Source: an optimization exercise on an open RTL-to-GDS flow (aim: small area and a short achievable clock period). Production flows keep margins and buffers that such runs may drop. RTL that was checked went through simulation tests only; none was proved equivalent to the original. Only the layout flow was run in run 1; the RTL was not checked for function there. No driver is modelled on the clock port, so clocking that relies on it looks cheaper here than on a real chip. Power and IR drop assume default switching activity.

### flow/design.v
module Lowpass(input clk, input rst, input en, input [15:0] in, output [15:0] out);
	reg [15:0] ff [31:0];
	reg [15:0] acc;
	reg [4:0]  cnt;
	reg        full;
	wire [15:0] ina = in & {16{en}};
	wire [15:0] old = ff[31] & {16{en & full}};
	wire [15:0] nold = ~old;
	wire [15:0] csa_s = acc ^ ina ^ nold;
	wire [15:0] csa_c = (acc & ina) | (acc & nold) | (ina & nold);
	wire [15:0] pa = csa_s;
	wire [15:0] pb = {csa_c[14:0], 1'b1};
	wire [15:0] g0 = pa & pb;
	wire [15:0] p0 = pa ^ pb;
	wire gg1 = g0[1] | (p0[1] & g0[0]);
	wire gg2 = g0[3] | (p0[3] & g0[2]);
	wire pp2 = p0[3] & p0[2];
	wire gg3 = g0[5] | (p0[5] & g0[4]);
	wire pp3 = p0[5] & p0[4];
	wire gg4 = g0[7] | (p0[7] & g0[6]);
	wire pp4 = p0[7] & p0[6];
	wire gg5 = g0[9] | (p0[9] & g0[8]);
	wire pp5 = p0[9] & p0[8];
	wire gg6 = g0[11] | (p0[11] & g0[10]);
	wire pp6 = p0[11] & p0[10];
	wire gg7 = g0[13] | (p0[13] & g0[12]);
	wire pp7 = p0[13] & p0[12];
	wire gg8 = g0[15] | (p0[15] & g0[14]);
	wire pp8 = p0[15] & p0[14];
	wire gg9 = gg2 | (pp2 & gg1);
	wire gg10 = gg4 | (pp4 & gg3);
	wire pp10 = pp4 & pp3;
	wire gg11 = gg6 | (pp6 & gg5);
	wire pp11 = pp6 & pp5;
	wire gg12 = gg8 | (pp8 & gg7);
	wire pp12 = pp8 & pp7;
	wire gg13 = gg10 | (pp10 & gg9);
	wire gg14 = gg12 | (pp12 & gg11);
	wire pp14 = pp12 & pp11;
	wire gg15 = gg14 | (pp14 & gg13);
	wire gg16 = gg11 | (pp11 & gg13);
	wire gg17 = gg3 | (pp3 & gg9);
	wire gg18 = gg5 | (pp5 & gg13);
	wire gg19 = gg7 | (pp7 & gg16);
	wire gg20 = g0[2] | (p0[2] & gg1);
	wire gg21 = g0[4] | (p0[4] & gg9);
	wire gg22 = g0[6] | (p0[6] & gg17);
	wire gg23 = g0[8] | (p0[8] & gg13);
	wire gg24 = g0[10] | (p0[10] & gg18);
	wire gg25 = g0[12] | (p0[12] & gg16);
	wire gg26 = g0[14] | (p0[14] & gg19);
	wire [15:0] cy = {gg26, gg19, gg25, gg16, gg24, gg18, gg23, gg13, gg22, gg17, gg21, gg9, gg20, gg1, g0[0], 1'b0};
	wire [15:0] rsum = p0 ^ cy;
	assign out = en ? {6'b0, acc[15:6]} : 16'b0;
	integer i;
	always @(posedge clk) begin
		if (en) begin
			ff[0] <= in;
			for (i = 1; i < 32; i = i + 1)
				ff[i] <= ff[i-1];
		end
	end
	always @(posedge clk or posedge rst) begin
		if (rst) begin
			acc  <= 16'b0;
			cnt  <= 5'b0;
			full <= 1'b0;
		end else begin
			acc <= rsum;
			if (en) begin
				cnt <= cnt + 5'd1;
				if (cnt == 5'd31)
					full <= 1'b1;
			end
		end
	end
endmodule
### flow/constraint.sdc
create_clock -name core_clock -period 10.0 [get_ports {clk}]
set_input_delay 2.0000 -clock core_clock [delete_from_list [all_inputs] [get_ports {clk}]]
set_output_delay 2.0000 -clock core_clock [all_outputs]
set_load 0.01 [all_outputs]
### flow/flow/run.sh
#!/bin/bash
# The standard layout, with a larger setup margin for timing repair, stronger
# port buffers, and flow/fix_en.tcl run before CTS (see that file).
# make's output goes to flow_make.log; each step's log is under orfs/logs.
set -euo pipefail
bash standard.sh SETUP_SLACK_MARGIN=6 "BUFFER_PORTS_ARGS=-buffer_cell sky130_fd_sc_hd__buf_2" \
  "PRE_CTS_TCL=$PWD/flow/fix_en.tcl" FIX_EN_BUF=sky130_fd_sc_hd__buf_4 FIX_EN_INV=sky130_fd_sc_hd__inv_4 \
  finish > flow_make.log 2>&1
### flow/flow/fix_en.tcl
# Run as ORFS's PRE_CTS_TCL hook, on the placed design before CTS.
# en reaches the output through one gate (out = en & sum), but the gates sit
# deep in en's large fanout tree (the enables of all window registers), and
# timing repair then grows that whole tree to speed up the en -> out path.
# Here the gates' en inputs are taken from the en port buffer directly (or
# from one inverter on it, where the gate wants en inverted), and everything
# else the port buffer drove is put behind one new buffer.
set block [ord::get_db_block]
set en_net [[$block findBTerm en] getNet]
set ibuf ""
foreach it [$en_net getITerms] {
  if {[string match input* [[$it getInst] getName]]} { set ibuf [$it getInst] }
}
if {$ibuf eq ""} { puts "fix_en: no port buffer on en"; return }
set root_net [[$ibuf findITerm X] getNet]
puts "fix_en: port buffer [$ibuf getName], net [$root_net getName]"

proc master_of {inst} { return [[$inst getMaster] getName] }
proc is_buf {inst} { return [regexp {__(buf|bufbuf|clkbuf)_[0-9]+$} [master_of $inst]] }
proc is_inv {inst} { return [regexp {__(inv|clkinv)_[0-9]+$} [master_of $inst]] }
proc in_net {inst} {
  foreach it [$inst getITerms] { if {[$it isInputSignal]} { return [$it getNet] } }
  return ""
}
proc out_net {inst} {
  foreach it [$inst getITerms] { if {[$it isOutputSignal]} { return [$it getNet] } }
  return ""
}
proc driver {net} {
  foreach it [$net getITerms] { if {[$it isOutputSignal]} { return [$it getInst] } }
  return ""
}
# parity of inversions from root_net to net through buffers and inverters, or -1
proc parity {net root_net} {
  set par 0
  for {set k 0} {$k < 12} {incr k} {
    if {$net eq $root_net} { return $par }
    set d [driver $net]
    if {$d eq ""} { return -1 }
    if {[is_inv $d]} { set par [expr {1 - $par}] } elseif {![is_buf $d]} { return -1 }
    set net [in_net $d]
    if {$net eq "" || $net eq "NULL"} { return -1 }
  }
  return -1
}

set loc [$ibuf getLocation]
set inv_net ""
set gates {}
set old_drivers {}
foreach bt [$block getBTerms] {
  if {![string match out* [$bt getName]]} continue
  set obuf [driver [$bt getNet]]
  if {$obuf eq "" || ![is_buf $obuf]} continue
  set gate [driver [in_net $obuf]]
  if {$gate eq "" || [is_buf $gate] || [is_inv $gate]} continue
  foreach it [$gate getITerms] {
    if {![$it isInputSignal]} continue
    set n [$it getNet]
    if {$n eq "NULL" || $n eq $root_net} continue
    set par [parity $n $root_net]
    if {$par < 0} continue
    lappend old_drivers [driver $n]
    $it disconnect
    if {$par == 0} {
      $it connect $root_net
    } else {
      if {$inv_net eq ""} {
        set inv [odb::dbInst_create $block [[ord::get_db] findMaster $::env(FIX_EN_INV)] fix_en_inv]
        set inv_net [odb::dbNet_create $block fix_en_inv_net]
        [$inv findITerm A] connect $root_net
        [$inv findITerm Y] connect $inv_net
        $inv setLocation [lindex $loc 0] [lindex $loc 1]
        $inv setPlacementStatus PLACED
      }
      $it connect $inv_net
    }
    lappend gates [$gate getName]
  }
}
puts "fix_en: [llength $gates] output gate inputs moved: $gates"

# remove buffers and inverters left without loads (repeatedly, up the tree);
# instances are tracked by name, since a removed one must not be touched
set names [lsort -unique [lmap d $old_drivers {$d getName}]]
set again 1
while {$again} {
  set again 0
  foreach name $names {
    set d [$block findInst $name]
    if {$d eq "NULL" || $d eq ""} continue
    if {![is_buf $d] && ![is_inv $d]} continue
    if {$name eq [$ibuf getName]} continue
    set o [out_net $d]
    if {$o ne "" && $o ne "NULL" && [llength [$o getITerms]] == 1 && [llength [$o getBTerms]] == 0} {
      puts "fix_en: removing unloaded $name"
      set up [driver [in_net $d]]
      foreach it [$d getITerms] { $it disconnect }
      odb::dbInst_destroy $d
      odb::dbNet_destroy $o
      if {$up ne ""} { lappend names [$up getName] }
      set again 1
    }
  }
  set names [lsort -unique $names]
}

# everything else on root_net goes behind one new buffer
set others {}
foreach it [$root_net getITerms] {
  if {[$it isOutputSignal]} continue
  set inst [$it getInst]
  if {[lsearch -exact $gates [$inst getName]] >= 0} continue
  if {$inv_net ne "" && [$inst getName] eq "fix_en_inv"} continue
  lappend others $it
}
puts "fix_en: [llength $others] other loads go behind a new buffer"
if {[llength $others] > 0} {
  set b [odb::dbInst_create $block [[ord::get_db] findMaster $::env(FIX_EN_BUF)] fix_en_buf]
  set bnet [odb::dbNet_create $block fix_en_net]
  [$b findITerm A] connect $root_net
  [$b findITerm X] connect $bnet
  foreach it $others { $it disconnect; $it connect $bnet }
  $b setLocation [lindex $loc 0] [lindex $loc 1]
  $b setPlacementStatus PLACED
}
global_connect
detailed_placement
estimate_parasitics -placement
report_checks -path_delay max -fields {fanout cap slew} -digits 3 -group_path_count 2
### flow/config.mk
export PLATFORM = sky130hd
export DESIGN_NAME = Lowpass
export DESIGN_NICKNAME = Lowpass
export VERILOG_FILES = /design/flow/design.v
export SDC_FILE = /design/flow/constraint.sdc
export NUM_CORES = 4
export LEC_CHECK = 0
export CAP_MARGIN = 20
export CORE_MARGIN = 2
export CORE_UTILIZATION = 60
export CTS_BUF_LIST = sky130_fd_sc_hd__clkbuf_16
export CTS_CLUSTER_DIAMETER = 100
export CTS_CLUSTER_SIZE = 30
export SETUP_SLACK_MARGIN = 5
export SLEW_MARGIN = 20
### flow/standard.sh
#!/bin/bash
# synth_recipe.tcl (not shown) runs the flow's synth.tcl, then flattens the netlist and writes it again
# the make line also repeats each setting of config.mk as NAME=value (left out here)
make -C /OpenROAD-flow-scripts/flow DESIGN_CONFIG=/design/flow/config.mk WORK_HOME=/design/flow/orfs CLKGATE_MAP_FILE= SYNTH_SCRIPT=/design/flow/synth_recipe.tcl "${@:-finish}"
==> flow_summary_export.csv, run 1 <==
group,metric,value,unit
run_status,status,"timing/DRC/antenna clean",
layout,final_util,0.667,
logic_synthesis,synth_cell_type_count,29,
hold_path,hp-class,"reg2reg",
global_route,met2_usage,0.219,
routing,wl_per_cell,18.4,µm
clocking,cts_buffers,21,
logic_synthesis,synth_area,17300,µm²
worst_setup_path,endpoint_kind,"output pin",
layout,final-instance-count-excl-fill,1177,
worst_setup_path,cp_max_fo,7,
sta,slew_violations,0,
logic_synthesis,synth_top_area_frac,0.887,
global_route,grt_pass1_wl,34400,µm
worst_setup_path,crit_family,"buffers and inverters",
floorplan,die_h,174,µm
floorplan,coreArea,28500,µm²
sta,relSlewSlack,0.376,
placement,portBuffers,28,
placement,dp.cells,1124,
logic_synthesis,synth_common_cells,"512 x edfxtp_1, 48 x inv_1, 23 x fa_1, 22 x dfrtp_1, 19 x nand2_1",
worst_setup_path,worstSetupPathType,"in2out",
logic_synthesis,synthCells,716,
routing,remaining_drc_errors,0,
routing,drt_iter0_markers,530,
floorplan,initial_utilization,0.608,
sta,setup-tns-final,0,ns
sta,min_period,4.72,ns
global_route,overflow,0,
global_route,grt_pass1_vias,6069,
sta,worst_slack,5.28,ns
clocking,clk_pin_slew,0.10,ns
logic_synthesis,synth_area_per_cell,24.2,µm²
worst_setup_path,crit_path_start_kind,"primary input",
worst_setup_path,max_stage_delay,0.29,ns
placement,dp_hpwl,10500,µm
routing,dr_total_vias,6096,
logic_synthesis,synth_warnings,2,
layout,syn_to_final_growth,9.81,%
sta,finalSetupViolations,0,
global_route,use_met1,0.243,
run,drv_cap,0,
sta,tightest_slew,0.935,ns
clocking,cts.sinks,534,
clocking,clock_latency,0.53,ns
logic_synthesis,ys_seq_area_frac,0.918,
logic_synthesis,synth_edf_count,512,
worst_setup_path,cp.required,8.00,ns
logic_synthesis,yosysMostFrequentCell,"edfxtp_1",
global_route,grt_start_max_net_pins,179,
floorplan,die-area,30300,µm²
logic_synthesis,ys_ff_latch,534,
sta,final_hold_viol_count,0,
layout,num_antenna_cells,0,
worst_setup_path,slowest_stage,"bufbuf_16",
placement,dp_slack,3.70,ns
layout,layout-drive-gt1-share,0.116,
routing,routed_via_density,5.18,
clocking,hold_buffers,0,
logic_synthesis,yosys.area.top_type,"edfxtp_1",
global_route,use_met3,0.0197,
routing,drt_wl_total,21700,µm
clocking,cts_tree,"yes",
floorplan,rows,62,
global_route,antenna_found_initial,0,
placement,place.gp.congestion,0.707,
sta,period_share,0.472,
routing,dr.pass1.iters,4,
sta,fin_skew,0.0172,ns
global_route,busiest_layer,"met1",
global_route,track_usage,0.148,
floorplan,die_w,174,µm
worst_setup_path,cp_cell_sequence,"buf_16, bufbuf_16, and2_4, buf_2",
power_and_ir_drop,powerDensity,228,nW/µm²
logic_synthesis,synth_ff_type,"edfxtp_1",
sta,fmax,0.212,GHz
sta,rsz0062_at_grt,"true",
logic_synthesis,synth.area.top_cells,"edfxtp_1 89%, dfrtp_1 3.2%, fa_1 2.7%",
logic_synthesis,async_flop_share,0.0412,
power_and_ir_drop,power.leakage,6.79,nW
worst_setup_path,crit_buf_inv,3,
layout,fin_nets,836,
worst_setup_path,arrival,2.72,ns
power_and_ir_drop,ir_worst_vdd,0.000162,V
floorplan,io_pins,35,
routing,ant_nets,0,
-- worst register-to-register path: stages (launching register included) --
cell	delay, ns
dfrtp_1	0.64
and3_4	0.31
fa_1	0.54
inv_1	0.06
fa_2	0.37
a211oi_2	0.26
o211ai_1	0.18
a31o_1	0.23
o31a_1	0.26
fa_2	0.37
xor2_2	0.16
xnor2_1	0.17
xnor2_1	0.13
-- what timing repair did --
| action | in CTS | in global routing |
|---|---|---|
| buffers inserted | 5 | 2 |
| cloned | 9 | 0 |
| pin swaps | 11 | 8 |
| gates resized for setup | 16 | 10 |
| setup endpoints to repair | 370 | 19 |
-- per-layer routing --
| layer | wire (µm) | share of wire | vias to the layer above |
|---|---|---|---|
| met3 | 627 | 0.029 | 24 |
| met2 | 9730 | 0.45 | 74 |
| met5 | 0 | 0 | - |
| li1 | - | - | 2817 |
| met4 | 376 | 0.017 | 0 |
| met1 | 10900 | 0.50 | 3181 |
-- per-stage QoR --
stage / power [mW] / cell area [µm²] / hold slack, ns
finish: 4.35 / 19000 / 0.416
global route: 4.57 / 19000 / 0.424
CTS: 4.38 / 19000 / 0.417
detailed placement: 3.38 / 18000 / 0.405
global placement: 3.34 / 18000 / 0.402
floorplan: 3.18 / 17400 / 0.400
-- report_power, final --
group	internal, mW	leakage (nW)	switching, mW	total [mW]
Sequential	2.64	5.27	0.0759	2.72
Combinational	0.312	1.18	0.354	0.666
Clock	0.389	0.337	0.573	0.962
Total	3.35	6.79	1.00	4.35
-- cell type report, without the clock buffers --
cell class,instances,area [µm²]
flip-flops and latches,534,15900
fillers,1866,9500
inverters,48,180
plain buffers,1,27.5
repair buffers,47,603
well taps,384,480
multi-input cells,127,1240
clock inverters,15,61.3
-- cell usage in the layout, fill, tap and decap left out, types with 6 or more instances in the layout --
cell / n
xnor2_1: 8
edfxtp_1: 512
fa_1: 16
nand2_1: 19
conb_1: 6
and3_1: 13
ha_1: 14
clkbuf_16: 21
and2_1: 6
inv_1: 61
buf_2: 24
fa_2: 7
buf_16: 6
bufbuf_16: 7
and2_4: 6
dfrtp_1: 22
-- logic make-up (layout without fill, tap and decap cells) --
logic type	Yosys count	after routing	share of synthesized area
flops	534	534	0.918
other cells	1	6	0.000216
compound gates	19	19	0.00750
simple gates	50	50	0.0152
xor+xnor	13	13	0.00657
buf+inv	60	132	0.0144
mux	2	2	0.00130
fa+ha+maj	37	37	0.0366
-- sequential cells by signal, summed over array words and instances (netlist names) --
| name | flops |
|---|---|
| ff | 512 |
| full | 1 |
| cnt | 5 |
| acc | 16 |
-- path summary, 6_finish.rpt --
path,slack [ns],startpoint,to,depth (start not counted)
max,5.28,en,out[0],4
min in group asynchronous,1.67,rst,cnt[0],2
max in group asynchronous,7.75,rst,acc[15],2
max reg2reg,6.26,full,acc[15],12
min reg2reg,0.42,ff[16][13],ff[17][13],0
min,0.42,ff[16][13],ff[17][13],0
==> run 2, diff against run 1 <==
==> flow/design.v (replaced) <==
module Lowpass(input clk, input rst, input en, input [15:0] in, output [15:0] out);
	reg [15:0] ff [31:0];
	reg [15:0] acc;
	reg [4:0]  cnt;
	reg        full;
	wire [15:0] old = full ? ff[31] : 16'b0;
	assign out = en ? {6'b0, acc[15:6]} : 16'b0;
	integer i;
	always @(posedge clk) begin
		if (en) begin
			ff[0] <= in;
			for (i = 1; i < 32; i = i + 1)
				ff[i] <= ff[i-1];
		end
	end
	always @(posedge clk or posedge rst) begin
		if (rst) begin
			acc  <= 16'b0;
			cnt  <= 5'b0;
			full <= 1'b0;
		end else if (en) begin
			acc <= acc + in + ~old + 16'd1;
			cnt <= cnt + 5'd1;
			if (cnt == 5'd31)
				full <= 1'b1;
		end
	end
endmodule
==> flow/flow/run.sh (replaced) <==
#!/bin/bash
# The standard layout, with a larger setup margin for timing repair, stronger
# port buffers, and flow/fix_en.tcl run before CTS and after CTS's timing
# repair (see that file); the repair after global routing is skipped so that
# it keeps that structure. make's output goes to flow_make.log; each step's
# log is under orfs/logs.
set -euo pipefail
bash standard.sh SETUP_SLACK_MARGIN=6 "BUFFER_PORTS_ARGS=-buffer_cell sky130_fd_sc_hd__buf_2" \
  "PRE_CTS_TCL=$PWD/flow/fix_en.tcl" "POST_CTS_TCL=$PWD/flow/fix_en.tcl" SKIP_INCREMENTAL_REPAIR=1 \
  FIX_EN_BUF=sky130_fd_sc_hd__buf_4 FIX_EN_INV=sky130_fd_sc_hd__inv_4 \
  finish > flow_make.log 2>&1
--- a/flow/flow/fix_en.tcl
+++ b/flow/flow/fix_en.tcl
@@ -1,3 +1,4 @@
-# Run as ORFS's PRE_CTS_TCL hook, on the placed design before CTS.
+# Run as ORFS's PRE_CTS_TCL hook, on the placed design before CTS, and again
+# as its POST_CTS_TCL hook, after CTS's timing repair.
 # en reaches the output through one gate (out = en & sum), but the gates sit
 # deep in en's large fanout tree (the enables of all window registers), and
@@ -16,4 +17,11 @@
 puts "fix_en: port buffer [$ibuf getName], net [$root_net getName]"
 
+# a name not yet used in the block
+proc fresh {kind base} {
+  set block [ord::get_db_block]
+  set k 0
+  while {[$block find$kind ${base}_$k] ne "NULL"} { incr k }
+  return ${base}_$k
+}
 proc master_of {inst} { return [[$inst getMaster] getName] }
 proc is_buf {inst} { return [regexp {__(buf|bufbuf|clkbuf)_[0-9]+$} [master_of $inst]] }
@@ -67,6 +75,6 @@
     } else {
       if {$inv_net eq ""} {
-        set inv [odb::dbInst_create $block [[ord::get_db] findMaster $::env(FIX_EN_INV)] fix_en_inv]
-        set inv_net [odb::dbNet_create $block fix_en_inv_net]
+        set inv [odb::dbInst_create $block [[ord::get_db] findMaster $::env(FIX_EN_INV)] [fresh Inst fix_en_inv]]
+        set inv_net [odb::dbNet_create $block [fresh Net fix_en_inv_net]]
         [$inv findITerm A] connect $root_net
         [$inv findITerm Y] connect $inv_net
@@ -112,11 +120,11 @@
   set inst [$it getInst]
   if {[lsearch -exact $gates [$inst getName]] >= 0} continue
-  if {$inv_net ne "" && [$inst getName] eq "fix_en_inv"} continue
+  if {$inv_net ne "" && $inst eq $inv} continue
   lappend others $it
 }
 puts "fix_en: [llength $others] other loads go behind a new buffer"
 if {[llength $others] > 0} {
-  set b [odb::dbInst_create $block [[ord::get_db] findMaster $::env(FIX_EN_BUF)] fix_en_buf]
-  set bnet [odb::dbNet_create $block fix_en_net]
+  set b [odb::dbInst_create $block [[ord::get_db] findMaster $::env(FIX_EN_BUF)] [fresh Inst fix_en_buf]]
+  set bnet [odb::dbNet_create $block [fresh Net fix_en_net]]
   [$b findITerm A] connect $root_net
   [$b findITerm X] connect $bnet
==> run 2 against run 1 <==
Synthesized cell count increased by 2.9%. Synthesized area increased by 1.2%. Wire length increased by 3.2%. Flip-flop and latch count unchanged. Register-to-register slack improved by 0.50 ns. Highest routed layer unchanged. Core utilization decreased by 0.85 points. Sequential power about the same. Largest cell class unchanged. Cell count increased by 1.0%.
==> flow_summary_export.csv, run 2 <==
group,metric,value,unit
run_status,status,"timing/DRC/antenna clean",
sta,period_share,0.458,
global_route,grt_pass1_vias,6329,
power_and_ir_drop,clkPwrFrac,0.213,
global_route,busiest_layer,"met1",
layout,layout-drive-gt1-share,0.116,
global_route,use_met1,0.249,
routing,dr.pass1.iters,4,
logic_synthesis,synth.area.top_cells,"edfxtp_1 88%, dfrtp_1 3.1%, fa_1 1.7%",
worst_setup_path,cp.required,8.00,ns
routing,ant_nets,0,
routing,remaining_drc_errors,0,
floorplan,die-area,30600,µm²
routing,drt_iter0_markers,545,
worst_setup_path,arrival,2.58,ns
hold_path,hp-class,"reg2reg",
logic_synthesis,synth_xor_area_frac,0.00749,
logic_synthesis,yosys.area.top_type,"edfxtp_1",
sta,finalSetupViolations,0,
logic_synthesis,synth_mux_area_frac,0.00948,
sta,fin_skew,0.0216,ns
sta,min_period,4.58,ns
power_and_ir_drop,p_int,3.41,mW
global_route,antenna_found_initial,2,
worst_setup_path,crit_path_start_kind,"primary input",
global_route,track_usage,0.152,
routing,drt_wl_total,22400,µm
global_route,grt_pass1_wl,35800,µm
global_route,grt_start_max_net_pins,97,
layout,largest_reg_flops,512,
floorplan,die_w,175,µm
floorplan,rows,62,
logic_synthesis,ys_ff_latch,534,
layout,syn_to_final_growth,8.01,%
layout,final_common_cell,"edfxtp_1",
placement,place.gp.congestion,0.848,
logic_synthesis,synth_area_per_cell,23.8,µm²
logic_synthesis,synth_top_family_by_area,"adder cells",
layout,reg_top3,"ff x512, acc x16, cnt x5",
routing,dr_total_vias,6430,
logic_synthesis,synth_area,17600,µm²
logic_synthesis,ys_seq_area_frac,0.907,
run,drv_cap,0,
layout,num_antenna_cells,0,
logic_synthesis,synth_top_area_frac,0.876,
worst_setup_path,endpoint_kind,"output pin",
logic_synthesis,yosys.area_share.simple,0.0197,
logic_synthesis,synth_common_cells,"512 x edfxtp_1, 29 x nand2_1, 22 x dfrtp_1, 18 x ha_1, 16 x a21oi_1",
sta,setup-tns-final,0,ns
sta,relSlewSlack,0.350,
routing,wl_per_cell,18.8,µm
logic_synthesis,async_flop_share,0.0412,
logic_synthesis,synth_edf_count,512,
power_and_ir_drop,ir_worst_vdd,0.000154,V
layout,final_util,0.659,
power_and_ir_drop,swShare,0.250,
layout,regMostFlops,"ff",
floorplan,coreArea,28800,µm²
worst_setup_path,cp_max_fo,5,
global_route,use_met3,0.0222,
power_and_ir_drop,combPwrFrac,0.188,
sta,slew_violations,0,
logic_synthesis,yosysMostFrequentCell,"edfxtp_1",
global_route,overflow,0,
global_route,met2_usage,0.221,
worst_setup_path,worstSetupPathType,"in2out",
power_and_ir_drop,powerDensity,240,nW/µm²
floorplan,initial_utilization,0.610,
logic_synthesis,synth_fa_ha_area_frac,0.0299,
sta,final_hold_viol_count,0,
routing,routed_via_density,5.41,
power_and_ir_drop,seqPwrFrac,0.600,
sta,tightest_slew,0.975,ns
clocking,clk_pin_slew,0.11,ns
logic_synthesis,synth_ff_type,"edfxtp_1",
placement,dp_hpwl,11900,µm
logic_synthesis,synth_warnings,2,
layout,fin_nets,843,
layout,most-common-layout-cells,"512 x edfxtp_1, 29 x nand2_1, 22 x dfrtp_1",
logic_synthesis,synth_cell_type_count,52,
logic_synthesis,synthCells,737,
logic_synthesis,synth_compound_area_frac,0.0181,
power_and_ir_drop,power.leakage,6.50,nW
floorplan,io_pins,35,
sta,fmax,0.218,GHz
power_and_ir_drop,p_switching,1.14,mW
placement,portBuffers,28,
floorplan,die_h,175,µm
clocking,cts.sinks,534,
clocking,cts_tree,"yes",
clocking,clock_latency,0.54,ns
-- run 2: changes by cell type in the layout (fill, tap and decap cells not counted), moves of 5 or more --
| cell | change |
|---|---|
| fa_2 | -6 |
| inv_1 | -40 |
| and3_1 | -10 |
| buf_2 | -7 |
| bufbuf_16 | -7 |
| a21o_1 | +5 |
| a21oi_1 | +11 |
| mux2_2 | +7 |
| buf_6 | +10 |
| nand2_1 | +10 |
| nor2_1 | +9 |
-- run 2: worst paths after layout --
kind / from / to / slack, ns / cells after the start
setup / recovery: en / out[7] / 5.42 / 4
hold / removal: ff[21][14] / ff[22][14] / 0.41 / 0
setup reg to reg: full / acc[12] / 6.76 / 9
hold reg to reg: ff[21][14] / ff[22][14] / 0.41 / 0
max in group asynchronous: rst / acc[12] / 7.73 / 2
min in group asynchronous: rst / cnt[3] / 1.67 / 2
-- run 2: logic make-up after synthesis --
kind of cell	after synthesis
compound gates	48
xor+xnor	15
fa+ha+maj	33
buf+inv	22
flops	534
mux	15
other cells	1
simple gates	69
-- run 2: per-layer routing --
layer / up-vias / share of wire
met3: 33 / 0.041
met4: 0 / 0.021
met5: - / 0
met2: 117 / 0.45
li1: 2949 / -
met1: 3331 / 0.49
-- run 2: cell type report, without the clock buffers --
| class | instances | area (µm²) |
|---|---|---|
| timing repair buffer | 36 | 328 |
| buffer | 2 | 22.5 |
| inverter | 10 | 42.5 |
| multi-input combinational | 186 | 1570 |
| fill | 1876 | 9820 |
| sequential | 534 | 15900 |
| tap | 384 | 480 |
| clock inverter | 16 | 65.1 |
-- run 2: power by group through the flow --
| stage | Combinational [mW] | Sequential [mW] | Clock, mW |
|---|---|---|---|
| finish | 0.855 | 2.73 | 0.968 |
| global route | 0.966 | 2.75 | 1.09 |
| detailed placement | 0.829 | 2.78 | 0 |
| global placement | 0.803 | 2.78 | 0 |
| floorplan | 0.648 | 2.74 | 0 |
-- run 2: through the flow --
stage	instance area (µm²)	setup slack, ns	hold slack, ns	instances	power (mW)
2_1_floorplan	17700	5.58	0.400	742	3.38
6_report	19000	5.42	0.409	1189	4.55
3_3_place_gp	18200	4.19	0.402	1147	3.58
3_5_place_dp	18200	4.09	0.405	1147	3.61
5_1_grt	19000	5.37	0.419	1189	4.81
-- run 2: critical path, cell delays in order --
cell and delay (ns):
buf_16 0.08, buf_4 0.22, and2_4 0.18, buf_6 0.09
==> run 3, diff against run 2 <==
--- a/flow/flow/fix_en.tcl
+++ b/flow/flow/fix_en.tcl
@@ -66,5 +66,7 @@
     if {![$it isInputSignal]} continue
     set n [$it getNet]
-    if {$n eq "NULL" || $n eq $root_net} continue
+    if {$n eq "NULL"} continue
+    if {$n eq $root_net} { lappend gates [$gate getName]; continue }
+    if {$inv_net ne "" && $n eq $inv_net} { lappend gates [$gate getName]; continue }
     set par [parity $n $root_net]
     if {$par < 0} continue
@@ -124,5 +126,5 @@
 }
 puts "fix_en: [llength $others] other loads go behind a new buffer"
-if {[llength $others] > 0} {
+if {[llength $others] > 1} {
   set b [odb::dbInst_create $block [[ord::get_db] findMaster $::env(FIX_EN_BUF)] [fresh Inst fix_en_buf]]
   set bnet [odb::dbNet_create $block [fresh Net fix_en_net]]
==> run 3 against run 2 <==
Critical endpoint is now out[9]. Flip-flop and latch count unchanged. Still clean. Core utilization about the same. Hold slack better by 0.0019 ns. Largest power group unchanged.
==> flow_summary_export.csv, run 3 <==
group,metric,value,unit
logic_synthesis,synth_edf_count,512,
logic_synthesis,synth_area_per_cell,23.8,µm²
clocking,cts.sinks,534,
power_and_ir_drop,powerDensity,240,nW/µm²
worst_setup_path,crit_path_start_kind,"primary input",
logic_synthesis,synth_warnings,2,
placement,portBuffers,28,
layout,fin_nets,842,
layout,num_antenna_cells,0,
worst_setup_path,slowest_stage,"buf_16",
logic_synthesis,yosys.area.top_type,"edfxtp_1",
logic_synthesis,synth_top_area_frac,0.876,
logic_synthesis,yosysMostFrequentCell,"edfxtp_1",
floorplan,io_pins,35,
routing,ant_nets,0,
sta,fmax,0.226,GHz
worst_setup_path,worstSetupPathType,"in2out",
routing,drt_wl_total,22400,µm
worst_setup_path,rr_worst_depth,9,
routing,drt_iter0_markers,533,
layout,reg_top3,"ff x512, acc x16, cnt x5",
worst_setup_path,reg2reg_from,"full",
logic_synthesis,synth_common_cells,"512 x edfxtp_1, 29 x nand2_1, 22 x dfrtp_1, 18 x ha_1, 16 x a21oi_1",
worst_setup_path,r2r_slack,6.77,ns
global_route,grt_pass1_vias,6328,
run,drv_cap,0,
worst_setup_path,crit_family,"buffers and inverters",
worst_setup_path,cp.required,8.00,ns
sta,period_share,0.442,
logic_synthesis,synthCells,737,
sta,holdWs,0.410,ns
floorplan,coreArea,28800,µm²
global_route,overflow,0,
hold_path,worstHoldStart,"ff[21][14]",
worst_setup_path,r2r-end,"acc[12]",
logic_synthesis,ys_ff_latch,534,
global_route,track_usage,0.152,
routing,wl_per_cell,18.8,µm
logic_synthesis,ys_seq_area_frac,0.907,
logic_synthesis,synth_area,17600,µm²
worst_setup_path,endpoint_kind,"output pin",
logic_synthesis,synth_ff_type,"edfxtp_1",
sta,min_period,4.42,ns
layout,regMostFlops,"ff",
worst_setup_path,crit_buf_inv,3,
worst_setup_path,arrival,2.42,ns
routing,dr.pass1.iters,6,
routing,remaining_drc_errors,0,
clocking,clock_latency,0.54,ns
floorplan,initial_utilization,0.610,
hold_path,hp-class,"reg2reg",
logic_synthesis,async_flop_share,0.0412,
routing,routed_via_density,5.37,
global_route,grt_pass1_wl,35800,µm
placement,dp_hpwl,11900,µm
sta,finalSetupViolations,0,
sta,tightest_slew,0.975,ns
layout,layout-drive-gt1-share,0.114,
sta,fin_skew,0.0198,ns
layout,final_util,0.658,
clocking,cts_tree,"yes",
sta,relSlewSlack,0.349,
routing,dr_total_vias,6378,
layout,syn_to_final_growth,7.96,%
power_and_ir_drop,power.leakage,6.50,nW
clocking,clk_pin_slew,0.10,ns
sta,setup-tns-final,0,ns
global_route,antenna_found_initial,2,
layout,most-common-layout-cells,"512 x edfxtp_1, 29 x nand2_1, 22 x dfrtp_1",
logic_synthesis,synth.area.top_cells,"edfxtp_1 88%, dfrtp_1 3.1%, fa_1 1.7%",
layout,largest_reg_flops,512,
power_and_ir_drop,ir_worst_vdd,0.000155,V
worst_setup_path,cp_cell_sequence,"buf_16, inv_4, nor2_4, buf_6",
floorplan,die_w,175,µm
floorplan,die_h,175,µm
sta,slew_violations,0,
hold_path,worst_hold_path.endpoint,"ff[22][14]",
worst_setup_path,max_stage_delay,0.13,ns
logic_synthesis,synth_cell_type_count,52,
run_status,status,"timing/DRC/antenna clean",
layout,final_common_cell,"edfxtp_1",
sta,final_hold_viol_count,0,
worst_setup_path,cp_max_fo,6,
floorplan,die-area,30600,µm²
hold_path,holdPathStages,0,
placement,place.gp.congestion,0.848,
floorplan,rows,62,
global_route,grt_start_max_net_pins,97,
[run 3: cell counts after synthesis]
Identical to the previous run, type by type.
[run 3: worst max path at each step]
stage	startpoint	to	slack (ns)	cells after the start
finish	en	out[9]	5.58	4
global route	en	out[9]	5.55	4
detailed placement	en	out[3]	4.09	4
global placement	en	out[2]	4.19	4
floorplan	en	out[2]	5.58	3
[run 3: layer usage]
layer,part of all wire,global-route usage,vias to the layer above
met5,0,0,-
met4,0.022,0.0427,0
met3,0.048,0.0222,35
met2,0.44,0.221,99
met1,0.49,0.248,3300
li1,-,-,2944
[run 3: cell families (layout without fill, tap and decap cells)]
family / after synthesis / in the layout / synth area share
xor gates and xnor gates: 15 / 15 / 0.00749
adders and majority gates: 33 / 33 / 0.0299
muxes: 15 / 15 / 0.00948
buffers and inverters: 22 / 84 / 0.00770
and+or+nand+nor: 69 / 69 / 0.0197
AOI/OAI and AO/OA: 48 / 48 / 0.0181
other: 1 / 6 / 0.000214
DFF: 534 / 534 / 0.907
[run 3: report_power, final]
part           internal [mW]  switching, mW  total [mW]
sequential              2.64         0.0915        2.73
clock                  0.389          0.581       0.971
combinational          0.386          0.468       0.854
[run 3: through the flow]
step                      std cells  setup WS, ns  power [mW]  instance area [µm²]
final                          1188          5.58        4.55                18900
after global placement         1147          4.19        3.58                18200
after detailed placement       1147          4.09        3.61                18200
after global routing           1188          5.55        4.81                18900
after floorplan                 742          5.58        3.38                17700
[run 3: worst reg2reg max path: stages (launching register included)]
cell and delay, ns:
dfrtp_1 0.78, nand2_1 0.19, fa_1 0.56, fa_2 0.38, a21o_1 0.18, a21oi_2 0.18
o21a_2 0.21, o21ai_2 0.09, and4b_1 0.22, o32a_1 0.33
[run 3: cell type report, without the clock buffers]
cell class                      count  area, µm²
Buffer                              1       15.0
Clock inverter                     16       65.1
Fill cell                        1876       9830
Inverter                           10       42.5
Multi-Input combinational cell    186       1570
Sequential cell                   534      15900
Tap cell                          384        480
Timing Repair Buffer               36        328
==> run 4, diff against run 3 <==
==> flow/flow/run.sh (replaced) <==
#!/bin/bash
# The standard layout, with a larger setup margin for timing repair, stronger
# port buffers, the en and out pins placed together (flow/pins.tcl), and
# flow/fix_en.tcl run before CTS and after CTS's timing repair (see that
# file); the repair after global routing is skipped so that it keeps that
# structure. make's output goes to flow_make.log; each step's log is under
# orfs/logs.
set -euo pipefail
bash standard.sh SETUP_SLACK_MARGIN=6 "BUFFER_PORTS_ARGS=-buffer_cell sky130_fd_sc_hd__buf_2" \
  "PRE_IO_PLACEMENT_TCL=$PWD/flow/pins.tcl" \
  "PRE_CTS_TCL=$PWD/flow/fix_en.tcl" "POST_CTS_TCL=$PWD/flow/fix_en.tcl" SKIP_INCREMENTAL_REPAIR=1 \
  FIX_EN_BUF=sky130_fd_sc_hd__buf_4 FIX_EN_INV=sky130_fd_sc_hd__inv_4 \
  finish > flow_make.log 2>&1
==> flow/flow/pins.tcl (new file) <==
# Run as ORFS's PRE_IO_PLACEMENT_TCL hook, before place_pins: keep the en pin
# and the pins of out[9:0], which en gates, together on the die's edge, so the
# en -> out wires stay short.
set_io_pin_constraint -group -order -pin_names {out[0] out[1] out[2] out[3] out[4] en out[5] out[6] out[7] out[8] out[9]}
--- a/flow/config.mk
+++ b/flow/config.mk
@@ -12,4 +12,5 @@
 export CTS_CLUSTER_DIAMETER = 100
 export CTS_CLUSTER_SIZE = 30
+export PLACE_DENSITY = 0.8
 export SETUP_SLACK_MARGIN = 5
 export SLEW_MARGIN = 20
==> run 4 against run 3 <==
Via count is 0.24% lower. Sequential power hardly changed. Maximum frequency is 1.2% higher. Clock power is 1% lower. Power is 0.20% higher. First-iteration DRC count is 11% higher. Global-route usage is 0.45 points lower. Register-to-register slack worse by 0.08 ns. Cell count is 0.17% lower. Combinational power is 1% higher. Wire length is 0.53% higher.
==> flow_summary_export.csv, run 4 <==
group,metric,value,unit
worst_setup_path,cp-startpoint,"en",
logic_synthesis,synth_top_area_frac,0.876,
layout,syn_to_final_growth,7.94,%
routing,drt_wl_total,22500,µm
clocking,cts.sinks,534,
layout,reg_top3,"ff x512, acc x16, cnt x5",
logic_synthesis,synth_edf_count,512,
sta,relSlewSlack,0.351,
floorplan,coreArea,28800,µm²
global_route,grt_start_max_net_pins,141,
logic_synthesis,synthCells,737,
logic_synthesis,async_flop_share,0.0412,
worst_setup_path,max_stage_delay,0.14,ns
layout,regMostFlops,"ff",
clocking,clk_pin_slew,0.10,ns
global_route,track_usage,0.148,
layout,fin_nets,841,
worst_setup_path,cp_cell_sequence,"buf_12, and2_4, buf_6",
clocking,clock_latency,0.54,ns
sta,slew_violations,0,
sta,tightest_slew,0.973,ns
routing,ant_nets,0,
sta,setup-tns-final,0,ns
hold_path,worstHoldStart,"ff[1][1]",
worst_setup_path,arrival,2.37,ns
worst_setup_path,crit_family,"buffers and inverters",
floorplan,die-area,30600,µm²
power_and_ir_drop,power,4.56,mW
floorplan,io_pins,35,
worst_setup_path,crit_buf_inv,2,
layout,fillers,1743,
logic_synthesis,synth_area_per_cell,23.8,µm²
worst_setup_path,endpoint_kind,"output pin",
logic_synthesis,yosys.area.top_type,"edfxtp_1",
logic_synthesis,ys_seq_area_frac,0.907,
logic_synthesis,synth_common_cells,"512 x edfxtp_1, 29 x nand2_1, 22 x dfrtp_1, 18 x ha_1, 16 x a21oi_1",
sta,fmax,0.229,GHz
hold_path,holdPathStages,0,
layout,final_common_cell,"edfxtp_1",
worst_setup_path,cp_max_fo,6,
global_route,overflow,0,
run_status,status,"timing/DRC/antenna clean",
placement,portBuffers,28,
global_route,grt_pass1_vias,6102,
sta,holdWs,0.416,ns
layout,num_antenna_cells,0,
layout,layout-drive-gt1-share,0.113,
logic_synthesis,synth.area.top_cells,"edfxtp_1 88%, dfrtp_1 3.1%, fa_1 1.7%",
placement,place.gp.congestion,0.829,
power_and_ir_drop,ir_worst_vdd,0.000186,V
sta,final_hold_viol_count,0,
layout,regArea,15900,µm²
clocking,cts_tree,"yes",
logic_synthesis,synth_cell_type_count,52,
worst_setup_path,cp.depth,3,
global_route,grt_pass1_wl,34500,µm
routing,dr_total_vias,6363,
logic_synthesis,yosysMostFrequentCell,"edfxtp_1",
floorplan,die_h,175,µm
routing,wl_per_cell,19.0,µm
sta,finalSetupViolations,0,
floorplan,die_w,175,µm
sta,min_period,4.37,ns
routing,remaining_drc_errors,0,
worst_setup_path,reg2reg_from,"full",
placement,dp.cells,1146,
layout,largest_reg_flops,512,
worst_setup_path,crit_path_start_kind,"primary input",
layout,most-common-layout-cells,"512 x edfxtp_1, 29 x nand2_1, 22 x dfrtp_1",
worst_setup_path,slowest_stage,"and2_4",
power_and_ir_drop,powerDensity,241,nW/µm²
run,drv_cap,0,
logic_synthesis,ys_ff_latch,534,
power_and_ir_drop,power.leakage,6.49,nW
logic_synthesis,synth_ff_type,"edfxtp_1",
logic_synthesis,synth_area,17600,µm²
routing,routed_via_density,5.37,
sta,period_share,0.437,
floorplan,initial_utilization,0.610,
logic_synthesis,synth_warnings,2,
layout,final-instance-count-excl-fill,1186,
routing,drt_iter0_markers,589,
hold_path,hp-class,"reg2reg",
layout,multi_input_area,1570,µm²
worst_setup_path,cp.required,8.00,ns
placement,dp_hpwl,12400,µm
floorplan,rows,62,
global_route,antenna_found_initial,0,
worst_setup_path,rr_worst_depth,9,
sta,fin_skew,0.0143,ns
worst_setup_path,worstSetupPathType,"in2out",
routing,dr.pass1.iters,5,
-- run 4: cell counts after synthesis --
No cell type changed its count.
-- run 4: per-layer routing --
metal / GRT usage / up-vias / part of all wire
met3: 0.0200 / 27 / 0.043
met4: 0.0319 / 0 / 0.018
met2: 0.214 / 136 / 0.44
met5: 0 / - / 0
met1: 0.246 / 3249 / 0.50
li1: - / 2951 / -
-- run 4: report_power, final --
group	internal (mW)	total (mW)	switching, mW
clock network	0.388	0.960	0.571
registers	2.64	2.74	0.100
logic	0.387	0.865	0.479
-- run 4: kinds of logic (layout without fill, tap and decap cells) --
kind of cell	Yosys count	in the layout	share of synthesized area
DFF	534	534	0.907
and+or+nand+nor	69	69	0.0197
AOI/OAI and AO/OA	48	48	0.0181
adders and majority gates	33	33	0.0299
buffers and inverters	22	82	0.00770
xor gates and xnor gates	15	15	0.00749
muxes	15	15	0.00948
other	1	6	0.000214
-- run 4: cell type report, without the clock buffers --
type / count / share of cell area
Tap cell: 384 / 0.0254
Buffer: 1 / 0.00106
Timing Repair Buffer: 35 / 0.0170
Sequential cell: 534 / 0.841
Clock inverter: 15 / 0.00324
Multi-Input combinational cell: 186 / 0.0827
Inverter: 10 / 0.00225
-- run 4: final timing paths --
check                            to  slack, ns
max in group asynchronous    acc[1]       7.71
min in group asynchronous   acc[11]       1.70
hold reg to reg            ff[2][1]       0.42
hold / removal             ff[2][1]       0.42
setup reg to reg            acc[14]       6.69
setup / recovery             out[1]       5.63
-- run 4: stage by stage --
step            util  cell area [µm²]  setup WS, ns
2_1_floorplan      -            17700          5.58
3_3_place_gp   0.632            18200          4.22
3_5_place_dp   0.632            18200          4.04
5_1_grt        0.658            18900          5.63
6_report       0.658            18900          5.63
==> run 5, diff against run 4 <==
--- a/flow/config.mk
+++ b/flow/config.mk
@@ -11,5 +11,5 @@
 export CTS_BUF_LIST = sky130_fd_sc_hd__clkbuf_16
 export CTS_CLUSTER_DIAMETER = 100
-export CTS_CLUSTER_SIZE = 30
+export CTS_CLUSTER_SIZE = 36
 export PLACE_DENSITY = 0.8
 export SETUP_SLACK_MARGIN = 5
==> run 5 against run 4 <==
Combinational power hardly changed. Setup slack better by 0.0031 ns. Clock power is 2.5% lower. Synthesized cell count stayed put. Largest power group unchanged. Via count is 0.35% lower. Core utilization is 0.13 points lower. Still clean on timing, DRC and antenna. Synthesized area stayed put. Critical path depth stayed put. Register-to-register slack better by 0.09 ns. Cell count is 0.34% lower. Maximum frequency hardly changed.
==> flow_summary_export.csv, run 5 <==
group,metric,value,unit
routing,dr.pass1.iters,5,
sta,min_period,4.36,ns
layout,fin_nets,838,
routing,drt_iter0_markers,648,
worst_setup_path,max_stage_delay,0.13,ns
clocking,clk_pin_slew,0.12,ns
logic_synthesis,synth_area,17600,µm²
layout,reg_top3,"ff x512, acc x16, cnt x5",
worst_setup_path,slowest_stage,"and2_4",
layout,syn_to_final_growth,7.73,%
layout,multi_input_area,1570,µm²
global_route,antenna_found_initial,0,
sta,fmax,0.229,GHz
logic_synthesis,synth_top_area_frac,0.876,
logic_synthesis,yosysMostFrequentCell,"edfxtp_1",
global_route,grt_start_max_net_pins,141,
logic_synthesis,yosys.area.top_type,"edfxtp_1",
routing,wl_met2,9610,µm
layout,final-instance-count-excl-fill,1182,
layout,most-common-layout-cells,"512 x edfxtp_1, 29 x nand2_1, 22 x dfrtp_1",
placement,place.gp.congestion,0.829,
placement,dp_hpwl,12400,µm
logic_synthesis,async_flop_share,0.0412,
global_route,grt_pass1_wl,34100,µm
worst_setup_path,cp-startpoint,"en",
worst_setup_path,cp_max_fo,5,
clocking,cts.sinks,534,
routing,top_layer,"met4",
logic_synthesis,synth_mux_area_frac,0.00948,
layout,final_common_cell,"edfxtp_1",
worst_setup_path,worstSetupPathType,"in2out",
layout,largest_reg_flops,512,
placement,dp.cells,1146,
logic_synthesis,synth.area.top_cells,"edfxtp_1 88%, dfrtp_1 3.1%, fa_1 1.7%",
clocking,clock_latency,0.54,ns
placement,portBuffers,28,
sta,final_hold_viol_count,0,
worst_setup_path,cp_cell_sequence,"buf_16, and2_4, buf_6",
sta,tightest_slew,0.908,ns
layout,regMostFlops,"ff",
worst_setup_path,crit_path_start_kind,"primary input",
logic_synthesis,yosys.area_share.simple,0.0197,
logic_synthesis,synth_compound_area_frac,0.0181,
worst_setup_path,endpoint_kind,"output pin",
logic_synthesis,synth_area_per_cell,23.8,µm²
sta,relSlewSlack,0.394,
global_route,grt_pass1_vias,6062,
logic_synthesis,synth_common_cells,"512 x edfxtp_1, 29 x nand2_1, 22 x dfrtp_1, 18 x ha_1, 16 x a21oi_1",
logic_synthesis,synth_cell_type_count,52,
routing,ant_nets,0,
worst_setup_path,rr_worst_depth,9,
logic_synthesis,synth_top_family_by_area,"adder cells",
floorplan,rows,62,
sta,setup-tns-final,0,ns
power_and_ir_drop,powerDensity,240,nW/µm²
layout,final_util,0.657,
layout,num_antenna_cells,0,
global_route,overflow,0,
routing,dr_total_vias,6341,
floorplan,die_w,175,µm
routing,met1_length,10800,µm
logic_synthesis,synth_edf_count,512,
routing,routed_via_density,5.36,
sta,fin_skew,0.0136,ns
layout,regArea,15900,µm²
worst_setup_path,arrival,2.36,ns
clocking,cts_tree,"yes",
power_and_ir_drop,power.leakage,6.46,nW
global_route,track_usage,0.146,
worst_setup_path,r2r_slack,6.78,ns
run_status,status,"timing/DRC/antenna clean",
floorplan,io_pins,35,
sta,period_share,0.436,
routing,remaining_drc_errors,0,
logic_synthesis,ys_seq_area_frac,0.907,
routing,routed-wl-met3,1240,µm
logic_synthesis,synth_warnings,2,
run,drv_cap,0,
logic_synthesis,synthCells,737,
floorplan,initial_utilization,0.610,
logic_synthesis,ys_ff_latch,534,
sta,slew_violations,0,
floorplan,die-area,30600,µm²
worst_setup_path,critPathCapture,"out[3]",
floorplan,die_h,175,µm
logic_synthesis,synth_xor_area_frac,0.00749,
hold_path,hp-class,"reg2reg",
routing,wl_per_cell,18.6,µm
layout,fillers,1733,
floorplan,coreArea,28800,µm²
logic_synthesis,synth_ff_type,"edfxtp_1",
power_and_ir_drop,power,4.54,mW
layout,layout-drive-gt1-share,0.112,
worst_setup_path,r2r-end,"acc[12]",
worst_setup_path,reg2reg_from,"full",
sta,finalSetupViolations,0,
worst_setup_path,cp.required,8.00,ns
routing,drt_wl_total,22000,µm
power_and_ir_drop,ir_worst_vdd,0.000219,V
logic_synthesis,synth_fa_ha_area_frac,0.0299,
[run 5: cell counts after synthesis]
Identical to the previous run, type by type.
[run 5: per-stage QoR]
step           setup WS [ns]  instance area (µm²)  hold slack (ns)
2_1_floorplan           5.58                17700            0.400
3_3_place_gp            4.22                18200            0.401
3_5_place_dp            4.04                18200            0.405
5_1_grt                 5.63                18900            0.431
6_report                5.64                18900            0.421
[run 5: cells by family (layout without fill, tap and decap cells)]
| family | after synthesis | count (layout) |
|---|---|---|
| buffers and inverters | 22 | 78 |
| adder cells (fa/ha/maj) | 33 | 33 |
| flip-flops | 534 | 534 |
| other | 1 | 6 |
| AO/OA/AOI/OAI | 48 | 48 |
| XOR/XNOR | 15 | 15 |
| multiplexers | 15 | 15 |
| AND/OR/NAND/NOR | 69 | 69 |
[run 5: layout make-up, without the clock buffers]
class / instances / share of cell area
timing repair buffer: 35 / 0.0171
inverter: 10 / 0.00225
multi-input combinational: 186 / 0.0828
clock inverter: 13 / 0.00397
sequential: 534 / 0.842
buffer: 1 / 0.00106
tap: 384 / 0.0254
[run 5: worst min-delay path by stage]
stage,cells after the start,slack [ns],startpoint,endpoint
6_report,0,0.42,ff[15][15],ff[16][15]
3_3_place_gp,0,0.40,ff[1][8],ff[2][8]
5_1_grt,0,0.43,ff[2][14],ff[3][14]
2_1_floorplan,0,0.40,ff[9][0],ff[10][0]
3_5_place_dp,0,0.40,ff[9][3],ff[10][3]
[run 5: per-layer routing]
metal,track usage,up-vias
met5,0,-
met4,0.0295,0
met3,0.0252,24
met2,0.209,150
met1,0.243,3224
li1,-,2943
[run 5: critical path: cells and delay by family]
family                 cells  cell delay [ns]
buffers and inverters      2             0.22
AND/OR/NAND/NOR            1             0.13
[run 5: where the power goes]
group | internal (mW) | switching [mW] | total, mW | leakage [nW]
Combinational | 0.387 | 0.479 | 0.866 | 0.881
Clock | 0.378 | 0.558 | 0.936 | 0.308
Sequential | 2.64 | 0.0988 | 2.74 | 5.27
Total | 3.40 | 1.14 | 4.54 | 6.46
==> run 6, diff against run 5 <==
--- a/flow/flow/run.sh
+++ b/flow/flow/run.sh
@@ -7,5 +7,5 @@
 # orfs/logs.
 set -euo pipefail
-bash standard.sh SETUP_SLACK_MARGIN=6 "BUFFER_PORTS_ARGS=-buffer_cell sky130_fd_sc_hd__buf_2" \
+bash standard.sh SETUP_SLACK_MARGIN=5.65 "BUFFER_PORTS_ARGS=-buffer_cell sky130_fd_sc_hd__buf_2" \
   "PRE_IO_PLACEMENT_TCL=$PWD/flow/pins.tcl" \
   "PRE_CTS_TCL=$PWD/flow/fix_en.tcl" "POST_CTS_TCL=$PWD/flow/fix_en.tcl" SKIP_INCREMENTAL_REPAIR=1 \
--- a/flow/config.mk
+++ b/flow/config.mk
@@ -11,6 +11,5 @@
 export CTS_BUF_LIST = sky130_fd_sc_hd__clkbuf_16
 export CTS_CLUSTER_DIAMETER = 100
-export CTS_CLUSTER_SIZE = 36
-export PLACE_DENSITY = 0.8
+export CTS_CLUSTER_SIZE = 30
 export SETUP_SLACK_MARGIN = 5
 export SLEW_MARGIN = 20
==> run 6 against run 5 <==
Still clean on timing, DRC and antenna. Wire length fell by 3.4%. First-iteration DRC count down 23%. Hold slack worse by 0.0025 ns.
==> flow_summary_export.csv, run 6 <==
group,metric,value,unit
run_status,status,"timing/DRC/antenna clean",
worst_setup_path,worstSetupPathType,"in2out",
logic_synthesis,synthCells,737,
logic_synthesis,synth_top_family_by_area,"adder cells",
clocking,cts_tree,"yes",
sta,tightest_slew,1.15,ns
worst_setup_path,cp_cell_sequence,"buf_16, and2_4, buf_6",
global_route,antenna_found_initial,0,
worst_setup_path,max_stage_delay,0.13,ns
floorplan,die_h,175,µm
worst_setup_path,crit_path_start_kind,"primary input",
global_route,use_met3,0.0211,
power_and_ir_drop,swShare,0.249,
power_and_ir_drop,powerDensity,240,nW/µm²
floorplan,coreArea,28800,µm²
worst_setup_path,cp.required,8.00,ns
power_and_ir_drop,combPwrFrac,0.187,
sta,worst_slack,5.64,ns
routing,routed_via_density,5.34,
worst_setup_path,arrival,2.36,ns
floorplan,die-area,30600,µm²
global_route,track_usage,0.143,
placement,dp.cells,1144,
power_and_ir_drop,p_int,3.41,mW
routing,dr.pass1.iters,5,
clocking,clock_latency,0.54,ns
logic_synthesis,yosysMostFrequentCell,"edfxtp_1",
logic_synthesis,synth_warnings,2,
worst_setup_path,endpoint_kind,"output pin",
worst_setup_path,cp_max_fo,5,
placement,dp_hpwl,11100,µm
power_and_ir_drop,power,4.54,mW
placement,portBuffers,28,
global_route,busiest_layer,"met1",
logic_synthesis,synth_ff_type,"edfxtp_1",
sta,final_hold_viol_count,0,
floorplan,rows,62,
worst_setup_path,slowest_stage,"and2_4",
layout,largest_reg_flops,512,
clocking,cts.sinks,534,
logic_synthesis,synth_cell_type_count,52,
routing,ant_nets,0,
logic_synthesis,synth_area,17600,µm²
logic_synthesis,yosys.area_share.simple,0.0197,
sta,min_period,4.36,ns
power_and_ir_drop,ir_worst_vdd,0.000163,V
global_route,grt_pass1_wl,34200,µm
power_and_ir_drop,clkPwrFrac,0.213,
power_and_ir_drop,p_switching,1.13,mW
sta,period_share,0.436,
power_and_ir_drop,seqPwrFrac,0.600,
logic_synthesis,ys_ff_latch,534,
sta,relSlewSlack,0.231,
power_and_ir_drop,power.leakage,6.51,nW
logic_synthesis,synth.area.top_cells,"edfxtp_1 88%, dfrtp_1 3.1%, fa_1 1.7%",
placement,dp_slack,4.69,ns
layout,most-common-layout-cells,"512 x edfxtp_1, 29 x nand2_1, 23 x inv_1",
sta,setup-tns-final,0,ns
logic_synthesis,yosys.area.top_type,"edfxtp_1",
logic_synthesis,synth_edf_count,512,
global_route,overflow,0,
sta,fin_skew,0.0132,ns
layout,fin_nets,839,
layout,layout-drive-gt1-share,0.106,
routing,dr_total_vias,6339,
floorplan,initial_utilization,0.610,
layout,num_antenna_cells,0,
routing,wl_per_cell,18.0,µm
logic_synthesis,synth_xor_area_frac,0.00749,
logic_synthesis,synth_compound_area_frac,0.0181,
layout,final-instance-count-excl-fill,1186,
routing,remaining_drc_errors,0,
logic_synthesis,async_flop_share,0.0412,
logic_synthesis,synth_common_cells,"512 x edfxtp_1, 29 x nand2_1, 22 x dfrtp_1, 18 x ha_1, 16 x a21oi_1",
layout,final_common_cell,"edfxtp_1",
layout,regMostFlops,"ff",
sta,finalSetupViolations,0,
run,drv_cap,0,
floorplan,die_w,175,µm
logic_synthesis,synth_mux_area_frac,0.00948,
routing,drt_iter0_markers,497,
sta,holdWs,0.419,ns
routing,drt_wl_total,21300,µm
hold_path,hp-class,"reg2reg",
global_route,met2_usage,0.203,
sta,slew_violations,0,
sta,fmax,0.229,GHz
global_route,grt_start_max_net_pins,140,
layout,syn_to_final_growth,7.84,%
logic_synthesis,synth_fa_ha_area_frac,0.0299,
logic_synthesis,synth_area_per_cell,23.8,µm²
clocking,clk_pin_slew,0.11,ns
global_route,use_met1,0.238,
layout,reg_top3,"ff x512, acc x16, cnt x5",
placement,place.gp.congestion,0.819,
global_route,grt_pass1_vias,6173,
floorplan,io_pins,35,
logic_synthesis,ys_seq_area_frac,0.907,
logic_synthesis,synth_top_area_frac,0.876,
## run 6: layout make-up, without the clock buffers
| class | count | area (µm²) |
|---|---|---|
| Sequential cell | 534 | 15900 |
| Multi-Input combinational cell | 186 | 1540 |
| Tap cell | 384 | 480 |
| Clock inverter | 17 | 73.8 |
| Buffer | 1 | 18.8 |
| Inverter | 10 | 40.0 |
| Timing Repair Buffer | 33 | 324 |
| Fill cell | 1865 | 9850 |
## run 6: cells by family after synthesis
logic type	after synthesis
DFF	534
and+or+nand+nor	69
AOI/OAI and AO/OA	48
adders and majority gates	33
buffers and inverters	22
xor gates and xnor gates	15
muxes	15
other	1
## run 6: path summary, 6_finish.rpt
check / slack (ns) / to / from / depth (start not counted)
worst min-delay path: 0.42 / ff[17][11] / ff[16][11] / 0
min in group asynchronous: 1.68 / cnt[0] / rst / 2
worst min register to register: 0.42 / ff[17][11] / ff[16][11] / 0
max in group asynchronous: 7.72 / acc[11] / rst / 2
worst max register to register: 6.68 / acc[12] / full / 9
worst max-delay path: 5.64 / out[2] / en / 3
## run 6: power groups by stage
stage | logic (mW) | clock network, mW | registers (mW)
3_3_place_gp | 0.787 | 0 | 2.78
2_1_floorplan | 0.643 | 0 | 2.73
3_5_place_dp | 0.824 | 0 | 2.78
6_report | 0.849 | 0.969 | 2.73
5_1_grt | 0.946 | 1.09 | 2.75
## run 6: critical path, delay by kind of cell
| kind | cells | cell delay, ns |
|---|---|---|
| buffers and inverters | 2 | 0.23 |
| and+or+nand+nor | 1 | 0.13 |
## run 6: metrics by stage
stage,instance area [µm²],utilization
2_1_floorplan,17600,-
3_3_place_gp,18200,0.631
3_5_place_dp,18200,0.631
5_1_grt,18900,0.658
6_report,18900,0.658
## run 6: layer usage
metal,share of wire,routed length (µm)
met3,0.032,674
met5,0,0
met2,0.44,9380
met4,0.023,480
met1,0.51,10800
==> run 7, diff against run 6 <==
--- a/flow/flow/fix_en.tcl
+++ b/flow/flow/fix_en.tcl
@@ -136,4 +136,6 @@
 }
 global_connect
+estimate_parasitics -placement
+repair_design -slew_margin $::env(SLEW_MARGIN) -cap_margin $::env(CAP_MARGIN)
 detailed_placement
 estimate_parasitics -placement
==> run 7 against run 6 <==
Still clean on timing, DRC and antenna. Cell count is 0.17% higher. Sequential share of layout area is 0.15 points lower. Hold slack hardly changed. First-iteration DRC count is 8.7% higher. Setup slack worse by 0.00090 ns. Critical path type unchanged.
==> flow_summary_export.csv, run 7 <==
group,metric,value,unit
run_status,status,"timing/DRC/antenna clean",
layout,fillers,1861,
logic_synthesis,synth_cell_type_count,52,
routing,drt_wl_total,21400,µm
global_route,track_usage,0.144,
placement,dp.cells,1144,
floorplan,die_w,175,µm
logic_synthesis,synth_warnings,2,
clocking,cts_tree,"yes",
global_route,antenna_found_initial,0,
logic_synthesis,synth_ff_type,"edfxtp_1",
worst_setup_path,arrival,2.36,ns
clocking,cts.sinks,534,
placement,portBuffers,28,
power_and_ir_drop,p_int,3.41,mW
routing,drt_iter0_markers,540,
routing,wl_per_cell,18.0,µm
layout,regArea,15900,µm²
routing,dr.pass1.iters,4,
logic_synthesis,synth_area_per_cell,23.8,µm²
layout,regMostFlops,"ff",
floorplan,rows,62,
placement,place.gp.congestion,0.819,
placement,placed_cell_area,18200,µm²
hold_path,worstHoldStart,"ff[16][11]",
global_route,grt_pass1_wl,34300,µm
layout,layout-drive-gt1-share,0.108,
global_route,met2_usage,0.206,
worst_setup_path,r2r_slack,6.72,ns
routing,remaining_drc_errors,0,
worst_setup_path,crit_path_start_kind,"primary input",
worst_setup_path,cp.required,8.00,ns
logic_synthesis,synth_area,17600,µm²
power_and_ir_drop,seqPwrFrac,0.599,
logic_synthesis,synth.area.top_cells,"edfxtp_1 88%, dfrtp_1 3.1%, fa_1 1.7%",
logic_synthesis,async_flop_share,0.0412,
logic_synthesis,ys_ff_latch,534,
logic_synthesis,synthCells,737,
global_route,overflow,0,
sta,fin_skew,0.0143,ns
layout,final_area,19000,µm²
layout,syn_to_final_growth,8.03,%
global_route,use_met3,0.0211,
routing,routed_via_density,5.37,
layout,reg_top3,"ff x512, acc x16, cnt x5",
logic_synthesis,synth_common_cells,"512 x edfxtp_1, 29 x nand2_1, 22 x dfrtp_1, 18 x ha_1, 16 x a21oi_1",
sta,finalSetupViolations,0,
worst_setup_path,worstSetupPathType,"in2out",
power_and_ir_drop,combPwrFrac,0.187,
routing,ant_nets,0,
logic_synthesis,synth_top_area_frac,0.876,
layout,num_antenna_cells,0,
logic_synthesis,yosys.area.top_type,"edfxtp_1",
layout,final-instance-count-excl-fill,1188,
clocking,clk_pin_slew,0.11,ns
global_route,grt_start_max_net_pins,111,
floorplan,die-area,30600,µm²
floorplan,initial_utilization,0.610,
global_route,use_met1,0.238,
layout,multi_input_area,1540,µm²
worst_setup_path,cp_max_fo,5,
sta,tightest_slew,0.986,ns
sta,min_period,4.36,ns
placement,dp_hpwl,11100,µm
power_and_ir_drop,p_switching,1.13,mW
power_and_ir_drop,power.leakage,6.52,nW
sta,holdWs,0.418,ns
floorplan,coreArea,28800,µm²
power_and_ir_drop,ir_worst_vdd,0.000163,V
clocking,clock_latency,0.54,ns
sta,fmax,0.229,GHz
floorplan,io_pins,35,
layout,largest_reg_flops,512,
sta,relSlewSlack,0.342,
power_and_ir_drop,clkPwrFrac,0.213,
hold_path,hp-class,"reg2reg",
sta,setup-tns-final,0,ns
layout,most-common-layout-cells,"512 x edfxtp_1, 29 x nand2_1, 23 x inv_1",
run,drv_cap,0,
worst_setup_path,reg2reg_from,"full",
sta,slew_violations,0,
layout,final_common_cell,"edfxtp_1",
logic_synthesis,synth_edf_count,512,
power_and_ir_drop,powerDensity,240,nW/µm²
global_route,grt_pass1_vias,6202,
sta,final_hold_viol_count,0,
global_route,busiest_layer,"met1",
layout,fin_nets,841,
worst_setup_path,cp-startpoint,"en",
sta,period_share,0.436,
logic_synthesis,yosysMostFrequentCell,"edfxtp_1",
floorplan,die_h,175,µm
power_and_ir_drop,swShare,0.249,
logic_synthesis,ys_seq_area_frac,0.907,
routing,dr_total_vias,6379,
worst_setup_path,endpoint_kind,"output pin",
[run 7: cell counts after synthesis]
Identical to the previous run, type by type.
[run 7: worst max-delay path, cell delays in order]
cell and delay [ns]:
buf_16 0.11, and2_4 0.13, buf_6 0.12
[run 7: area by class of cell, without the clock buffers]
class / count / area share
buffer: 1 / 0.000726
clock inverter: 17 / 0.00389
inverter: 10 / 0.00211
multi-input combinational: 186 / 0.0812
sequential: 534 / 0.840
tap: 384 / 0.0253
timing repair buffer: 35 / 0.0191
[run 7: stage by stage]
step                       util  power (mW)  worst slack, ns
after floorplan               -        3.38             5.58
after global placement    0.631        3.56             4.78
after detailed placement  0.631        3.60             4.69
after global routing      0.659        4.78             5.56
final                     0.659        4.55             5.64
[run 7: logic make-up (layout without fill, tap and decap cells)]
group	count (synthesis)	count (layout)	share of synthesized area
compound gates	48	48	0.0181
xor+xnor	15	15	0.00749
fa+ha+maj	33	33	0.0299
buf+inv	22	84	0.00770
flops	534	534	0.907
mux	15	15	0.00948
other cells	1	6	0.000214
simple gates	69	69	0.0197
[run 7: worst paths after layout]
kind,endpoint,cells after the start
setup / recovery,out[2],3
hold reg to reg,ff[17][11],0
min in group asynchronous,cnt[0],2
max in group asynchronous,acc[11],2
hold / removal,ff[17][11],0
setup reg to reg,acc[12],9
[run 7: power groups by stage]
| stage | clock network, mW | registers, mW | logic (mW) |
|---|---|---|---|
| 6_report | 0.971 | 2.72 | 0.851 |
| 5_1_grt | 1.09 | 2.75 | 0.948 |
| 3_5_place_dp | 0 | 2.78 | 0.824 |
| 3_3_place_gp | 0 | 2.78 | 0.787 |
| 2_1_floorplan | 0 | 2.73 | 0.643 |
[run 7: per-layer routing]
| layer | part of all wire | wire (µm) | up-vias |
|---|---|---|---|
| li1 | - | - | 2947 |
| met1 | 0.50 | 10700 | 3302 |
| met2 | 0.44 | 9480 | 89 |
| met3 | 0.032 | 689 | 41 |
| met4 | 0.022 | 468 | 0 |
| met5 | 0 | 0 | - |

what the ideal ports hide:
How much do the figures lean on ideal ports? The routed layouts below were timed once more, with nothing changed but the port constraints. Step 1 (the two cells are an assumption about what drives the block):
set clk [get_ports {clk}]
set_driving_cell -lib_cell sky130_fd_sc_hd__clkbuf_16 $clk
set_driving_cell -lib_cell sky130_fd_sc_hd__buf_2 [delete_from_list [all_inputs] $clk]
Step 2 adds t to the input delays and takes it off the output delays; t is the mean of the earliest and latest rising clock arrival at the registers after step 1. Input paths then give back, and output paths get back, about the clock's delay inside the block. Three values: ideal ports, drivers, drivers and shift; two values: the first two.
| run | shift t [ns] | slack for setup (ns) | worst setup path after step 2 | worst data-port slew with drivers (ns) |
|---|---|---|---|---|
| run 1 | 0.574 | 5.284 / 5.200 / 4.696 | input to register | 0.09 |
| run 2 | 0.583 | 5.417 / 5.223 / 5.223 | input to output | 0.20 |
| run 3 | 0.583 | 5.581 / 5.384 / 5.233 | input to register | 0.20 |
| run 4 | 0.571 | 5.632 / 5.530 / 5.230 | input to register | 0.13 |
| run 5 | 0.573 | 5.635 / 5.521 / 5.232 | input to register | 0.15 |
| run 6 | 0.583 | 5.641 / 5.537 / 5.057 | input to register | 0.14 |
| run 7 | 0.583 | 5.640 / 5.538 / 5.060 | input to register | 0.14 |
After both steps every run listed still meets setup and hold. For run 1, which loses most, drivers alone change the setup slack by -0.084 ns; drivers and shift together by -0.588 ns.
